Context: an optimization exercise on an open-source flow, tuned for small area, a short achievable clock period and few clock cycles. The choices shown serve that exercise and are no tape-out recipe. Only simulation tests tie the RTL to the original design; equivalence was not proved.

==> flow/design.v, too long to show whole: its modules and the start of the top module <==
// module matrix_mult_3x3: 96 lines
// module matrix_add_sub_3x3: 78 lines
// module kalman_fsm_3d: 55 lines
// module kalman_axis: 1225 lines
module kalman_fsm_3d #(
    parameter DATA_WIDTH = 32,
    parameter K_SCALED = 137
)(
    input  wire clk,
    input  wire rst,
    input  wire start,
    input  wire signed [DATA_WIDTH-1:0] z_in_x,
    input  wire signed [DATA_WIDTH-1:0] z_in_y,
    input  wire signed [DATA_WIDTH-1:0] z_in_z,
    output reg signed [DATA_WIDTH-1:0] x_out_x,
    output reg signed [DATA_WIDTH-1:0] x_out_y,
    output reg signed [DATA_WIDTH-1:0] x_out_z,
    output reg done
);
  // ...
==> flow/flow/run.sh <==
#!/bin/bash
# The standard layout (the standard.sh: ORFS synthesis to finish, all
# settings from config.mk), except that the port buffers that global
# placement inserts on every input and output are the smallest buffer
# (buf_1) instead of the cell buffer_ports picks by default
# (clkdlybuf4s50_1, a delay cell).  Every port is still buffered.
# ORFS writes each tool's log under orfs/logs/; make's own output goes to
# standard.log here.
set -euo pipefail
export BUFFER_PORTS_ARGS="-buffer_cell sky130_fd_sc_hd__buf_1"
bash standard.sh > standard.log 2>&1
==> flow/standard.sh <==
#!/bin/bash
# synth_recipe.tcl (not shown) runs the flow's synth.tcl, then flattens the netlist and writes it again
# the make line also repeats each setting of config.mk as NAME=value (left out here)
make -C /OpenROAD-flow-scripts/flow DESIGN_CONFIG=/design/flow/config.mk WORK_HOME=/design/flow/orfs CLKGATE_MAP_FILE= SYNTH_SCRIPT=/design/flow/synth_recipe.tcl "${@:-finish}"
==> flow/config.mk <==
export PLATFORM = sky130hd
export DESIGN_NAME = kalman_fsm_3d
export DESIGN_NICKNAME = kalman_fsm_3d
export VERILOG_FILES = /design/flow/design.v
export SDC_FILE = /design/flow/constraint.sdc
export NUM_CORES = 4
export LEC_CHECK = 0
export CAP_MARGIN = 20
export CORE_MARGIN = 2
export CORE_UTILIZATION = 40
export PLACE_DENSITY = 0.5
export SETUP_SLACK_MARGIN = 2
export SLEW_MARGIN = 20
==> flow/constraint.sdc <==
create_clock -name core_clock -period 10.0 [get_ports {clk}]
set_input_delay 2.0000 -clock core_clock [delete_from_list [all_inputs] [get_ports {clk}]]
set_output_delay 2.0000 -clock core_clock [all_outputs]
set_load 0.01 [all_outputs]
==> flow_summary.toml, run 1 <==
[global_routing]
antenna_found_initial = 0
grt_use_total_pct = 20.65

[clock_tree]
clkTransAtPathRegs_ps = 90
cts_setup_buffers = 19

[layout]
diodes = 0
fin_cells = 4473
multi_input_gates = 2251
buffers_excl_clock = 238
largestClassByArea = "multi-input gates"

[die]
rows = 100
die_area_um2 = 77550

[synth]
synth_top_family_by_area = "adder cells"
synthArstFlopShare_pct = 50.26
synth_seq_cells = 193
synth_edf_count = 0
synth_area_um2 = 30130
yosys_warnings = 1

[worst_setup_path]
r2r_slack_ps = 2170
endpoint_kind = "flip-flop"
startpoint = "z_in_y[6]"
crit_path_end = "x_state_y[30]"

[route]
wl_per_cell_um = 17.18
wl_met2_mm = 39.38

[run_status]
status = "no timing/DRC/antenna violations"
Testbench counts, summed over its fixed seeds: cycles 4,088.
==> run 2, diff against run 1 <==
--- a/flow/config.mk
+++ b/flow/config.mk
@@ -10,4 +10,6 @@
 export CORE_UTILIZATION = 40
-export PLACE_DENSITY = 0.5
+export GPL_TIMING_DRIVEN = 1
+export PLACE_DENSITY = 0.6
 export SETUP_SLACK_MARGIN = 2
 export SLEW_MARGIN = 20
+export TNS_END_PERCENT = 100
==> flow_summary.toml, run 2 <==
[worst_setup_path]
crit_family = "compound AO/OA/AOI/OAI gates"
worstSetupPathType = "primary input to flip-flop"
crit_fanout = 4
critical-path-slowest-cell = "fa_1"
endpoint_kind = "flip-flop"
cp_num_buf_inv = 3
slowest_delay_ps = 600
arrival_ps = 8290
crit_required_ps = 10370
startpoint_type = "primary input"

[synth]
synth_fa_ha_area_share_pct = 46.66
post-synth-top-count-cell = "inv_1"
yosysTopAreaCell = "fa_1"
ys_seq_area_share_pct = 14.43
muxShareOfSynthArea_pct = 0.1412
synth_edf_count = 0
yosys_warnings = 1
synth_top_family_by_area = "adder cells"
synth_compound_area_share_pct = 12.57
synth_simple_gate_area_share_pct = 8.267
synth.net_count = 4240
synth_seq_cells = 193
synth_flop_cell = "dfrtp_1"
synthArstFlopShare_pct = 50.26
synthTopCellsByArea = "fa_1 28%, ha_1 19%, inv_1 9.8%, dfrtp_1 8.1%, dfxtp_1 6.4%"
syn_avg_cell_area_um2 = 9.212
synth_cell_types = 73
synthXorXnorAreaFrac_pct = 7.436
synthTopCellsByCount = "790 x inv_1, 447 x ha_1, 423 x fa_1"
netlist.area_leader.share_pct = 28.10
syn_inst = 3271
synth_area_um2 = 30130

[clock_tree]
clk_path_buf_depth = 2
cts_tree = "yes"
clock_latency_ps = 480
htreeDepth = 4
clock-root-buffer = "clkbuf_16"
cts.sinks = 193
cts_made_buffers = 17
clkTransAtPathRegs_ps = 70

[placement]
portBuffers = 195
place_ws_ps = 1038
place.gp.congestion = 0.8625
hpwl_mm = 62.60
place_inst = 4401

[layout]
final_util_pct = 45.04
fin_cells = 4469
areaGrowthSynthToFinish_pct = 11.46
nets = 4455
final_cell_mix = "788 x inv_1, 436 x ha_1, 420 x fa_1"
final_common_cell = "inv_1"
drive_gt1_share_pct = 6.173

[route]
avgViaCountPerCell = 4.919
wl_per_cell_um = 16.22
ant_nets = 0
firstDrtPassIters = 5
dr.first_iter.drc_count = 842
wl_mm = 72.47
drc_errors = 0
num_vias = 21980

[die]
io_pins = 196
die_area_um2 = 77550
die_x_um = 278.5
initial_utilization_pct = 40.41
die_y_um = 278.5
core_um2 = 74570
rows = 100

[global_routing]
antenna_found_initial = 2
grt_use_total_pct = 19.29
grt_pass1_vias = 22540
grt-ovfl-total = 0
grt_pass1_wl_mm = 117.1
grt_max_degree = 114

[timing]
period_share_pct = 79.21
setup_tns_ps = 0
worstMarginPinSlew_ps = 996.0
fmax_ghz = 0.1262
fin_ws_ps = 2079
rsz0062_at_grt = "yes"
skew_ps = 14.83
final_max_slew_viol_count = 0
max_slew_margin_pct = 33.60
finalCriticalPeriod_ps = 7921
finalSetupViolations = 0
hold_viol_final = 0

[min_path]
hold_class = "flip-flop to flip-flop"

[run_status]
status = "no timing/DRC/antenna violations"

[run]
cap_violations = 0
run 2: cell counts after synthesis:
Identical to the previous run, type by type.
run 2: repair_timing:
item / CTS / global route
hold buffers: 0 / 0
gates resized for setup: 45 / 105
pin swaps: 22 / 43
buffers inserted: 16 / 19
setup endpoints to repair: 30 / 45
run 2: layout make-up:
type                    instances  area (um^2)
clock inverters                12        126.4
multi-input cells            2251        23460
well taps                     969         1212
repair buffers                233         1017
clock buffers                  20        446.7
inverters                     790         2968
flip-flops and latches        193         4349
fillers                      7312        40990
diodes                          1        2.502
run 2: cell families (layout without fill, tap and decap cells):
kind of cell / Yosys count / count (layout)
AND/OR/NAND/NOR: 524 / 524
other: 0 / 1
XOR/XNOR: 255 / 255
buffers and inverters: 827 / 1055
AO/OA/AOI/OAI: 598 / 598
multiplexers: 4 / 4
adder cells (fa/ha/maj): 870 / 870
flip-flops: 193 / 193
run 2: final timing paths:
path                       startpoint            end  slack [ps]  depth (start not counted)
max                         z_in_y[6]  x_state_y[30]        2080                         27
min                           xp_x[4]        xp_x[4]         490                          2
max reg2reg                   xp_y[7]  x_state_y[30]        2220                         29
min reg2reg                   xp_x[4]        xp_x[4]         490                          2
max in group asynchronous         rst       xp_z[14]        7130                          3
min in group asynchronous         rst           done        1600                          2
run 2: layer usage:
layer	GRT usage, %	share of wire, %	up-vias
met1	25.10	45	10750
met3	3.769	4.5	63
met2	33.46	49	292
met4	3.681	1.4	4
met5	0	0.030	-
li1	-	-	10880
run 2: worst register-to-register path, delay by kind of cell, from the launching register on:
family          cells  cell delay [ps]
fa+ha+maj           7             2970
compound gates      9             2600
simple gates        8             1050
flops               1              500
buf+inv             3              300
xor+xnor            2              230
run 2: through the flow:
step | hold WS [ps] | instance area, um^2
6_report | 491.3 | 33590
5_1_grt | 515.9 | 33580
4_1_cts | 491.4 | 32900
3_5_place_dp | 474.8 | 31980
3_3_place_gp | 465.9 | 31980
2_1_floorplan | 449.8 | 30190
==> run 3, diff against run 2 <==
--- a/flow/config.mk
+++ b/flow/config.mk
@@ -7,9 +7,7 @@
 export LEC_CHECK = 0
-export CAP_MARGIN = 20
+export CAP_MARGIN = 0
 export CORE_MARGIN = 2
 export CORE_UTILIZATION = 40
-export GPL_TIMING_DRIVEN = 1
 export PLACE_DENSITY = 0.6
 export SETUP_SLACK_MARGIN = 2
-export SLEW_MARGIN = 20
-export TNS_END_PERCENT = 100
+export SLEW_MARGIN = 0
==> flow_summary.toml, run 3 <==
[synth]
synth_simple_gate_area_share_pct = 8.267
syn_avg_cell_area_um2 = 9.212
synth_edf_count = 0
yosysTopAreaCell = "fa_1"
synthTopCellsByCount = "790 x inv_1, 447 x ha_1, 423 x fa_1"
synth_cell_types = 73
synth_fa_ha_area_share_pct = 46.66
synth.net_count = 4240
synthArstFlopShare_pct = 50.26
synthTopCellsByArea = "fa_1 28%, ha_1 19%, inv_1 9.8%, dfrtp_1 8.1%, dfxtp_1 6.4%"
synthXorXnorAreaFrac_pct = 7.436
synth_top_family_by_area = "adder cells"
synth_flop_cell = "dfrtp_1"
muxShareOfSynthArea_pct = 0.1412
post-synth-top-count-cell = "inv_1"
yosys_warnings = 1
netlist.area_leader.share_pct = 28.10
syn_inst = 3271
synth_area_um2 = 30130
synth_seq_cells = 193
ys_seq_area_share_pct = 14.43
synth_compound_area_share_pct = 12.57

[timing]
rsz0062_at_grt = "yes"
finalSetupViolations = 0
fmax_ghz = 0.1262
hold_viol_final = 0
skew_ps = 14.83
setup_tns_ps = 0
finalCriticalPeriod_ps = 7921
final_max_slew_viol_count = 0
worstMarginPinSlew_ps = 996.0
period_share_pct = 79.21
max_slew_margin_pct = 33.60

[route]
ant_nets = 0
firstDrtPassIters = 5
num_vias = 21980
wl_mm = 72.47
avgViaCountPerCell = 4.919
drc_errors = 0
wl_per_cell_um = 16.22
dr.first_iter.drc_count = 842

[global_routing]
grt_pass1_wl_mm = 117.1
antenna_found_initial = 2
grt_max_degree = 114
grt_use_total_pct = 19.29
grt_pass1_vias = 22540
grt-ovfl-total = 0

[die]
initial_utilization_pct = 40.41
die_x_um = 278.5
core_um2 = 74570
io_pins = 196
rows = 100
die_y_um = 278.5
die_area_um2 = 77550

[placement]
hpwl_mm = 62.60
place.gp.congestion = 0.8625
portBuffers = 195
placed_cell_area_um2 = 31980

[min_path]
hold_depth = 2
hold_class = "flip-flop to flip-flop"

[clock_tree]
cts_hold_buf = 0
clkTransAtPathRegs_ps = 70
clock_latency_ps = 480
htreeDepth = 4
clk_path_buf_depth = 2
cts.sinks = 193
cts_tree = "yes"
cts_made_buffers = 17
clock-root-buffer = "clkbuf_16"

[run]
cap_violations = 0

[layout]
final_cell_mix = "788 x inv_1, 436 x ha_1, 420 x fa_1"
nets = 4455
final_common_cell = "inv_1"
final_cell_area_um2 = 33590
areaGrowthSynthToFinish_pct = 11.46
drive_gt1_share_pct = 6.173

[worst_setup_path]
endpoint_kind = "flip-flop"
crit_required_ps = 10370
r2r_cells = 29
worstSetupPathType = "primary input to flip-flop"
startpoint_type = "primary input"
arrival_ps = 8290
crit_fanout = 4

[run_status]
status = "no timing/DRC/antenna violations"
run 3: cell counts after synthesis:
Identical to the previous run, type by type.
run 3: what timing repair did:
item / CTS / global route
gates resized for setup: 45 / 105
pin swaps: 22 / 43
endpoints found under the setup margin: 30 / 45
buffers inserted: 16 / 19
run 3: per-stage QoR:
step / worst slack (ps) / util (%) / hold WS, ps / cells
after detailed placement: 1038 / 42.88 / 474.8 / 4401
after CTS: 1917 / 44.12 / 491.4 / 4449
after global placement: 988.8 / 42.88 / 465.9 / 4401
final: 2079 / 45.04 / 491.3 / 4469
after global routing: 1811 / 45.04 / 515.9 / 4468
after floorplan: 1946 / - / 449.8 / 3271
run 3: kinds of logic (layout without fill, tap and decap cells):
group           Yosys count  in the layout
fa+ha+maj               870            870
simple gates            524            524
buf+inv                 827           1055
other cells               0              1
compound gates          598            598
flops                   193            193
mux                       4              4
xor+xnor                255            255
run 3: final timing paths:
check / from / endpoint / slack (ps)
setup / recovery: z_in_y[6] / x_state_y[30] / 2080
max in group asynchronous: rst / xp_z[14] / 7130
hold / removal: xp_x[4] / xp_x[4] / 490
min in group asynchronous: rst / done / 1600
setup reg to reg: xp_y[7] / x_state_y[30] / 2220
hold reg to reg: xp_x[4] / xp_x[4] / 490
run 3: metal layers:
metal | global-route usage (%) | vias up | share of wire [%]
met2 | 33.46 | 292 | 49
li1 | - | 10880 | -
met4 | 3.681 | 4 | 1.4
met1 | 25.10 | 10750 | 45
met3 | 3.769 | 63 | 4.5
met5 | 0 | - | 0.030
run 3: worst max-delay path, cell delays in order:
cell	delay, ps
buf_1	90
fa_1	600
ha_4	230
a21o_1	150
a21o_1	200
a2111oi_4	350
o41ai_4	160
o41a_1	430
a21oi_2	200
nor2b_2	70
o21a_1	200
nor2_2	150
xnor2_2	110
fa_1	510
inv_1	50
fa_1	490
inv_2	50
ha_4	270
nand4_1	130
nor3_2	130
nand4b_1	180
a21o_1	270
a2111o_1	460
a211o_1	290
a31o_1	260
nor2b_4	140
xnor2_2	120
run 3: layout make-up:
| cell class | count | area, um^2 |
|---|---|---|
| multi-input cells | 2251 | 23460 |
| clock buffers | 20 | 446.7 |
| diodes | 1 | 2.502 |
| well taps | 969 | 1212 |
| fillers | 7312 | 40990 |
| clock inverters | 12 | 126.4 |
| inverters | 790 | 2968 |
| repair buffers | 233 | 1017 |
| flip-flops and latches | 193 | 4349 |
==> run 4, diff against run 3 <==
--- a/flow/config.mk
+++ b/flow/config.mk
@@ -7,3 +7,3 @@
 export LEC_CHECK = 0
-export CAP_MARGIN = 0
+export CAP_MARGIN = 20
 export CORE_MARGIN = 2
@@ -11,3 +11,3 @@
 export PLACE_DENSITY = 0.6
-export SETUP_SLACK_MARGIN = 2
-export SLEW_MARGIN = 0
+export SETUP_SLACK_MARGIN = 1.75
+export SLEW_MARGIN = 20
==> flow_summary.toml, run 4 <==
[run_status]
status = "no timing/DRC/antenna violations"

[synth]
synth_seq_cells = 193
synthTopCellsByArea = "fa_1 28%, ha_1 19%, inv_1 9.8%, dfrtp_1 8.1%, dfxtp_1 6.4%"
yosysTopAreaCell = "fa_1"
netlist.area_leader.share_pct = 28.10
ys_seq_area_share_pct = 14.43
synthArstFlopShare_pct = 50.26
syn_avg_cell_area_um2 = 9.212
synth.net_count = 4240
synth_flop_cell = "dfrtp_1"
synthTopCellsByCount = "790 x inv_1, 447 x ha_1, 423 x fa_1"
synth_edf_count = 0
syn_inst = 3271
yosys_warnings = 1
synth_area_um2 = 30130
synth_cell_types = 73
post-synth-top-count-cell = "inv_1"

[timing]
finalSetupViolations = 0
worstMarginPinSlew_ps = 929.3
worst_hold_slack_ps = 481.1
setup_tns_ps = 0
rsz0062_at_grt = "yes"
period_share_pct = 80.28
skew_ps = 15.18
max_slew_margin_pct = 38.05
final_max_slew_viol_count = 0
fmax_ghz = 0.1246
finalCriticalPeriod_ps = 8028
hold_viol_final = 0

[global_routing]
grt-ovfl-total = 0
grt_pass1_wl_mm = 115.8
antenna_found_initial = 2
grt_max_degree = 98
grt_use_total_pct = 19.15
grt_pass1_vias = 22440

[clock_tree]
cts.sinks = 193
cts_tree = "yes"
cts_made_buffers = 17
cts_hold_buf = 0
clock_latency_ps = 490
clock-root-buffer = "clkbuf_16"
clk_path_buf_depth = 2
clkTransAtPathRegs_ps = 80
htreeDepth = 4

[layout]
final_util_pct = 44.31
areaGrowthSynthToFinish_pct = 9.650
fill_cells = 7396
final_common_cell = "inv_1"
drive_gt1_share_pct = 4.250
nets = 4438
final_cell_mix = "789 x inv_1, 439 x ha_1, 421 x fa_1"

[route]
num_vias = 21800
avgViaCountPerCell = 4.896
dr.first_iter.drc_count = 880
drc_errors = 0
wl_mm = 71.31
firstDrtPassIters = 5
wl_per_cell_um = 16.01
ant_nets = 0

[worst_setup_path]
worstSetupPathType = "primary input to flip-flop"
arrival_ps = 8410
regToRegEndpoint = "x_state_y[30]"
crit_fanout = 4
r2r_cells = 27
endpoint_kind = "flip-flop"
r2r-start = "xp_y[7]"
r2r_slack_ps = 2110
crit_required_ps = 10380
startpoint_type = "primary input"

[die]
io_pins = 196
rows = 100
initial_utilization_pct = 40.41
die_y_um = 278.5
die_x_um = 278.5
core_um2 = 74570
die_area_um2 = 77550

[placement]
place.gp.congestion = 0.8729
portBuffers = 195
hpwl_mm = 62.50

[min_path]
hold_depth = 2
min_to = "xp_x[4]"
hold_path.startpoint = "xp_x[4]"
hold_class = "flip-flop to flip-flop"

[run]
cap_violations = 0
[run 4: changes by cell type in the layout (fill, tap and decap cells not counted), sizes merged]
cell / change
clkbuf: -2
inv: +3
bufinv: -1
buf: -17
diode: +1
[run 4: what timing repair did]
item	in CTS	in global routing
setup buffers	1	16
resized for setup	13	76
endpoints found under the setup margin	14	38
pin swaps	1	32
[run 4: how the worst max path moves through the flow]
stage / startpoint / endpoint / slack, ps / cells past startpoint
global placement: z_in_z[1] / x_state_z[31] / 1120 / 28
detailed placement: z_in_y[5] / x_state_y[29] / 1060 / 33
finish: z_in_y[5] / x_state_y[30] / 1970 / 27
global route: z_in_x[9] / x_state_x[31] / 1690 / 32
CTS: z_in_y[5] / x_state_y[29] / 1660 / 33
floorplan: z_in_y[5] / x_state_y[29] / 1760 / 28
[run 4: layer usage]
metal	up-vias	GRT usage [%]	part of all wire, %	wire [um]
li1	10860	-	-	-
met1	10600	25.04	46	32700
met2	281	32.67	48	34250
met3	64	3.652	4.3	3097
met4	0	4.591	1.8	1266
met5	-	0	0	0
[run 4: kinds of logic after synthesis]
group           count (synthesis)  share of synthesized area (%)
mux                             4                         0.1412
xor+xnor                      255                          7.436
buf+inv                       827                          10.49
flops                         193                          14.43
simple gates                  524                          8.267
fa+ha+maj                     870                          46.66
compound gates                598                          12.57
[run 4: area by class of cell]
type | count | area (um^2) | share of cell area, %
Antenna cell | 2 | 5.005 | 0.01515
Clock buffer | 18 | 429.2 | 1.299
Clock inverter | 14 | 120.1 | 0.3635
Inverter | 790 | 2968 | 8.982
Multi-Input combinational cell | 2251 | 23070 | 69.81
Sequential cell | 193 | 4352 | 13.17
Tap cell | 969 | 1212 | 3.669
Timing Repair Buffer | 216 | 889.6 | 2.692
[run 4: worst max-delay path: stages]
cell       delay, ps
buf_1             70
inv_1             50
fa_1             510
inv_1             50
ha_1             200
a21o_1           180
a21o_1           180
a2111oi_2        290
o41ai_1          130
buf_4            160
o41a_1           410
nand2b_1         180
nand2_1          130
a21oi_2          180
xnor2_1          290
fa_1             530
fa_1             440
ha_1             350
nand4_1          170
nor3_2           140
nand4b_1         180
a21o_1           260
a2111o_1         500
a211o_1          290
a31o_1           260
nor2b_4          140
xnor2_2          120
[run 4: stage by stage]
step	instances	worst slack (ps)	instance area, um^2
global route	4451	1686	33040
floorplan	3271	1762	30130
detailed placement	4402	1057	31930
global placement	4402	1116	31930
CTS	4435	1661	32530
finish	4453	1972	33040
==> run 5, diff against run 4 <==
--- a/flow/config.mk
+++ b/flow/config.mk
@@ -11,3 +11,3 @@
 export PLACE_DENSITY = 0.6
-export SETUP_SLACK_MARGIN = 1.75
+export SETUP_SLACK_MARGIN = 2.25
 export SLEW_MARGIN = 20
==> flow_summary.toml, run 5 <==
[run]
cap_violations = 0

[synth]
synth_flop_cell = "dfrtp_1"
yosys_warnings = 1
synth_area_um2 = 30130
syn_avg_cell_area_um2 = 9.212
synthArstFlopShare_pct = 50.26
yosysTopAreaCell = "fa_1"
ys_seq_area_share_pct = 14.43
post-synth-top-count-cell = "inv_1"
netlist.area_leader.share_pct = 28.10
synthTopCellsByCount = "790 x inv_1, 447 x ha_1, 423 x fa_1"
syn_inst = 3271
synthTopCellsByArea = "fa_1 28%, ha_1 19%, inv_1 9.8%, dfrtp_1 8.1%, dfxtp_1 6.4%"
synth_seq_cells = 193
synth_cell_types = 73
synth.net_count = 4240
synth_edf_count = 0

[timing]
setup_tns_ps = 0
worstMarginPinSlew_ps = 878.7
worst_hold_slack_ps = 483.8
finalSetupViolations = 0
period_share_pct = 77.71
fmax_ghz = 0.1287
finalCriticalPeriod_ps = 7771
final_max_slew_viol_count = 0
rsz0062_at_grt = "yes"
skew_ps = 19.90
max_slew_margin_pct = 41.42
hold_viol_final = 0

[run_status]
status = "no timing/DRC/antenna violations"

[placement]
place.gp.congestion = 0.8759
placed_cell_area_um2 = 32230
hpwl_mm = 63.68
portBuffers = 195

[die]
die_x_um = 278.5
core_um2 = 74570
rows = 100
die_y_um = 278.5
die_area_um2 = 77550
io_pins = 196
initial_utilization_pct = 40.41

[worst_setup_path]
worstSetupPathType = "primary input to flip-flop"
arrival_ps = 8170
crit_required_ps = 10400
crit_fanout = 5
startpoint_type = "primary input"
cpMostUsedCell = "fa_1"
slowest_delay_ps = 580
r2r_slack_ps = 2280
endpoint_kind = "flip-flop"
cp_num_buf_inv = 1
crit_family = "compound AO/OA/AOI/OAI gates"
critical-path-slowest-cell = "fa_1"

[clock_tree]
cts.sinks = 193
clkTransAtPathRegs_ps = 80
clock_latency_ps = 500
cts_made_buffers = 17
htreeDepth = 4
cts_tree = "yes"
clock-root-buffer = "clkbuf_16"
clk_path_buf_depth = 2

[global_routing]
grt-ovfl-total = 0
grt_use_total_pct = 19.80
grt_max_degree = 96
grt_pass1_wl_mm = 119.0
antenna_found_initial = 0
grt_pass1_vias = 22490

[layout]
final_cell_area_um2 = 34320
drive_gt1_share_pct = 8.884
final_cell_mix = "780 x inv_1, 420 x fa_1, 418 x ha_1"
nets = 4479
areaGrowthSynthToFinish_pct = 13.90
diodes = 0
final_common_cell = "inv_1"

[route]
avgViaCountPerCell = 4.942
dr.first_iter.drc_count = 979
num_vias = 22200
ant_nets = 0
drc_errors = 0
wl_per_cell_um = 16.69
wl_mm = 74.95
firstDrtPassIters = 5

[min_path]
hold_class = "flip-flop to flip-flop"
## run 5: changes by cell type in the layout (fill, tap and decap cells not counted), sizes merged
cell / before / now
buf: 216 / 257
bufinv: 0 / 2
clkbuf: 18 / 21
clkinvlp: 2 / 0
diode: 2 / 0
inv: 798 / 795
## run 5: cell type report
cell class	instances	area, um^2
Sequential cell	193	4354
Clock inverter	11	145.1
Fill cell	7296	40250
Timing Repair Buffer	257	1205
Inverter	790	2968
Clock buffer	21	450.4
Tap cell	969	1212
Multi-Input combinational cell	2251	23990
## run 5: through the flow
stage,std cells,util (%),setup slack [ps]
5_1_grt,4492,46.03,1965
2_1_floorplan,3271,-,2172
3_3_place_gp,4401,43.22,1561
3_5_place_dp,4401,43.22,1420
4_1_cts,4457,44.66,2070
6_report,4492,46.03,2229
## run 5: tightest hold or removal path: stages, from the launching register on
cell and delay [ps]:
dfrtp_1 340, nand2_1 40, o21ai_0 60
## run 5: cells by family (layout without fill, tap and decap cells)
group | count (synthesis) | in the layout | share of synthesized area [%]
AO/OA/AOI/OAI | 598 | 598 | 12.57
XOR/XNOR | 255 | 255 | 7.436
adder cells (fa/ha/maj) | 870 | 870 | 46.66
buffers and inverters | 827 | 1079 | 10.49
flip-flops | 193 | 193 | 14.43
multiplexers | 4 | 4 | 0.1412
AND/OR/NAND/NOR | 524 | 524 | 8.267
## run 5: worst paths after layout
path                       startpoint       endpoint  cells after the start
max                         z_in_y[1]  x_state_y[30]                     27
min                           xp_x[4]        xp_x[4]                      2
max reg2reg                   xp_y[6]  x_state_y[30]                     25
min reg2reg                   xp_x[4]        xp_x[4]                      2
max in group asynchronous         rst        xp_y[8]                      3
min in group asynchronous         rst           done                      2
## run 5: timing repair
action,CTS,global route
setup buffers,24,35
endpoints found under the setup margin,23,52
hold buffers,0,0
pin swaps,35,66
resized for setup,54,139
## run 5: layer usage
metal  part of all wire (%)  track usage (%)  vias to the layer above
li1                       -                -                    10950
met1                     46            26.75                    10890
met2                     49            33.99                      312
met3                    3.3            2.737                       53
met4                    1.3            3.819                        0
met5                      0                0                        -

## port drivers added, routing unchanged
How much do the figures lean on ideal ports? The routed layouts below were timed once more, with nothing changed but the port constraints.
Step 1, drivers: a clkbuf_16 drives clk and a buf_2 each remaining input, both assumed.
Step 2 also shifts input and output timing later by t, the mid clock arrival at the registers, as if the neighbouring blocks saw the same clock.
Three values: no drivers, after step 1, after step 2; two values: the first two.
run	t (ns)	slack for setup (ns)	worst setup path after step 2	cell pins on the clock port's net
run 1	0.543	2.077 / 2.117 / 1.574	input to register	1
run 2	0.534	2.079 / 2.115 / 1.582	input to register	1
run 3	0.534	2.079 / 2.115 / 1.582	input to register	1
run 4	0.547	1.972 / 2.006 / 1.459	input to register	1
run 5	0.554	2.229 / 2.270 / 1.715	input to register	1
After both steps setup and hold are still met in every run listed. The setup slack of run 5, which loses most, moves by +0.041 ns with the drivers and by -0.514 ns with both steps.
